Source: an optimization exercise on an open RTL-to-GDS flow (aim: small area and a short achievable clock period). Production flows keep margins and buffers that such runs may drop. RTL that was checked went through simulation tests only; none was proved equivalent to the original. Power is estimated from default activity; no workload was simulated.

run 1:
// CAM
module CAM #(parameter SIZE=32)(
	input 							clock, reset,
	input 							enable,
	input 							command,
	input[31:0]						data,
	input[$clog2(SIZE)-1:0]			write_idx,
	output reg[$clog2(SIZE)-1:0]	read_idx,
	output reg						hit
);
	localparam IW = $clog2(SIZE);	 
	wire wr = enable & command;
	wire rd = enable & ~command;
	reg [SIZE-1:0] valid;
	wire search = rd && !reset;		 
	wire [SIZE-1:0] z;				 
	wire [3:0] we_lo;
	wire [7:0] we_hi;
	wire [SIZE-1:0] we;
	genvar i;
	generate for (i = 0; i < 4; i = i + 1) begin : pl
		assign we_lo[i] = write_idx[1:0] == i;
	end
	for (i = 0; i < 8; i = i + 1) begin : ph
		assign we_hi[i] = !reset && wr && write_idx[4:2] == i;
	end
	for (i = 0; i < SIZE; i = i + 1) begin : e
		reg [31:0] word;
		CAM_and2 u_we (.a(we_lo[i % 4]), .b(we_hi[i / 4]), .y(we[i]));
		always @(posedge clock)
			if (we[i])
				word <= data;
		wire live;
		CAM_and2 u_live (.a(valid[i]), .b(search), .y(live));
		CAM_miss u_miss (.word(word), .key(data), .valid(live), .z(z[i]));
	end endgenerate
	wire			any;
	wire [IW-1:0]	first;
	CAM_first u_first (.z(z), .hit(any), .idx(first));
	always @(posedge clock) begin
		hit <= any;
		read_idx <= first;
	end
	always @(posedge clock)
		if (reset)
			valid <= 0;
		else if (wr)
			valid[write_idx] <= 1'b1;
endmodule
Settings: LEC_CHECK=0, CAP_MARGIN=20, CORE_MARGIN=2, CORE_UTILIZATION=40, CTS_BUF_LIST=sky130_fd_sc_hd__clkbuf_8, CTS_CLUSTER_DIAMETER=80, CTS_CLUSTER_SIZE=12, SETUP_SLACK_MARGIN=2.3, SLEW_MARGIN=20, SYNTH_HIERARCHICAL=1, SYNTH_MINIMUM_KEEP_SIZE=0, TNS_END_PERCENT=30; clock period 4.5 ns.
run.sh (not shown) runs the stock make flow with config.mk's settings and CLKGATE_MAP_FILE= SYNTH_SCRIPT=/design/flow/synth_recipe.tcl, a recipe that flattens the netlist after the stock synthesis.
Run 1 | status: complete | timing, DRC, antenna: pass
Edits applied to the flow inputs when going from run 1 to run 2:
Settings: SLEW_MARGIN now 10, was 20; CAP_MARGIN now 10, was 20; TNS_END_PERCENT no longer set, was 30; CTS_CLUSTER_SIZE now 20, was 12; CTS_BUF_LIST now sky130_fd_sc_hd__clkbuf_8 sky130_fd_sc_hd__clkbuf_16, was sky130_fd_sc_hd__clkbuf_8.
### Flow results
[compare] base=run 1 new=run 2: amount of wire on met2 after detailed routing dropped 2.4%; overall via count from detail_route lost 196; number of design-rule violations left by the first detailed-router iteration shows an increase of 3.1%; setup slack rose by 0.069 ns; final total power now larger.
Run 1 has a lower multi-input combinational area share than run 2.
On critical path data required time: between run 1 and run 2, it ends up lower for run 1.
Relative to run 1, run 2 degrades post-layout instance area.
Looking at met3 demand-to-capacity share in global routing, run 2 sits 1.0 points above run 1.
Here is what was changed in the inputs of run 3 compared with run 2.
Settings: a change of CTS_CLUSTER_SIZE from 20 to 17; a change of SLEW_MARGIN from 10 to 20; a change of CAP_MARGIN from 10 to 20; a change of CTS_BUF_LIST from sky130_fd_sc_hd__clkbuf_8 sky130_fd_sc_hd__clkbuf_16 to sky130_fd_sc_hd__clkbuf_8.
## What came out
- Run 3 vs. run 2: total power fell by 5.5%, data required time at the worst endpoint fell by 0.19 ns, fraction of power consumed by the clock network fell by 3.4 points, maximum frequency fell by 0.0052 GHz, core utilization fell by 0.45 points.
- Run 3 finished every stage and its layout cleared the timing, design-rule and antenna checks.
- Between run 2 and run 3, global-route met3 utilization decreased.
- Run 3 vs run 2: detailed route wirelength on metal3 down by more than 10%

* * *

CAM again, from the RTL that the note above started with.
==> flow/design.v (excerpt) <==
module CAM #(parameter SIZE=32)(
	input 							clock, reset,
	input 							enable,
	input 							command,
	input[31:0]						data,
	input[$clog2(SIZE)-1:0]			write_idx,
	output reg[$clog2(SIZE)-1:0]	read_idx,
	output reg						hit
);
clock: 4.5 ns
lec_check: 0
cap_margin: 20
core_margin: 2
core_utilization: 40
cts_buf_list: sky130_fd_sc_hd__clkbuf_8
cts_cluster_diameter: 50
cts_cluster_size: 20
setup_slack_margin: 2.3
slew_margin: 20
synth_hierarchical: 1
synth_minimum_keep_size: 0
Rerun with:
CORE_UTILIZATION = 55   (was 40)
CTS_CLUSTER_DIAMETER = 80   (was 50)
CTS_CLUSTER_SIZE = 12   (was 20)
The changed run finished with timing, DRC and antenna clean.
First-iteration DRC count grows by 23%.
Setup slack gets better by 0.020 ns.
Cell count shrinks by 8.6%.
Clock skew shrinks by 0.0052 ns.
Synthesized cell count does not change.
Critical path depth grows by 2.

* * *

Setup of job 287:
Another version of the RTL of CAM (not shown whole).
Size in the first run: ~3600 cells after synthesis, ~1100 flip-flops, about 47 I/O pins, ~46000 sq um of cells after synthesis.
make LEC_CHECK=0 ABC_AREA=1 CAP_MARGIN=20 CORE_MARGIN=2 CORE_UTILIZATION=40 SETUP_SLACK_MARGIN=2.3 SLEW_MARGIN=20 finish   # period 4.5 ns
The flow did not stop early for job 287: all stages ran, and the layout cleared the timing, design-rule and antenna checks.
Input-level comparison between job 139 and job 287:
Settings: SETUP_SLACK_MARGIN changed from 2.3 to 2.2; ABC_AREA removed (was 1).
--- outcome ---
Job 139 completed end to end with timing, DRC and antenna clean.
In the reports for job 287 and job 139, the larger normalized max-slew margin belongs to job 139.
Changes observed in job 139 relative to job 287: power went down by 370 uW, number of global-route vias before repair has decreased, net switching power figure fell by 4.7%, signed area change from the synthesized netlist to the final layout rose 3.5 points.
The final reports for job 139 and job 287 show worst path setup slack after routing higher in the former.
Of job 287 and job 139, job 139 shows the lower count of buffer and inverter cells on the critical path, with job 287 above it.
In the metrics for job 287 and job 139, the one carrying the lower fraction of power consumed by the clock network is job 139.
What job 9922 does differently from job 139 at the input level:
Settings: SETUP_SLACK_MARGIN changed from 2.2 to 1.5.
==> comparison <==
- Job 9922 vs job 139 — average via count per standard cell dropped by a few percent
- Job 9922: via count of the first global-routing pass 1103 below job 139
- Of job 139 and job 9922, the run reporting the higher share of final layout cell area taken by non-clock buffers was job 139.
- Of the two values seen for launching instance or port of the critical path, data[12] was produced by job 139 and data[13] by job 9922.
- Re clock network contribution to total cell area: job 9922 is 0.27 points up on job 139.
Function was not checked in any run of this note: the RTL went through the layout flow alone.

-- port drivers added, routing unchanged --
No port has a modelled driver above. Below, the same layouts with a new extraction and two added sets of constraints. Step 1: set_driving_cell puts a clkbuf_16 on clock and a buf_2 on each other input, an assumption about the parent block. Step 2 moves the port delays by t, midway between the first and last clock arrival at a register: inputs arrive t later, outputs are due t later. That takes back most of the time a late clock gives input paths. Three values: ideal, step 1, step 2; two values: the first two.
run	shift t [ns]	slack for setup (ns)	clock arrival spread, ns	worst data-port slew with drivers (ns)
run 1	0.818	2.246 / 2.174 / 1.356	0.034 / 0.034	0.27
run 2	0.755	2.315 / 2.232 / 1.477	0.032 / 0.032	0.25
run 3	0.802	2.290 / 2.232 / 1.430	0.035 / 0.035	0.22
the first run of note 2	0.851	2.244 / 2.173 / 1.323	0.056 / 0.057	0.15
the second run of note 2	0.806	2.264 / 2.175 / 1.369	0.050 / 0.050	0.32
job 287	0.773	1.051 / 0.958 / 0.185	0.038 / 0.038	0.17
job 139	0.760	1.633 / 1.631 / 0.871	0.023 / 0.023	0.15
job 9922	0.746	1.525 / 1.491 / 0.745	0.027 / 0.027	0.11
After both steps every run listed still meets setup and hold. The setup slack of the first run of note 2, which loses most, moves by -0.071 ns with the drivers and by -0.921 ns with both steps.
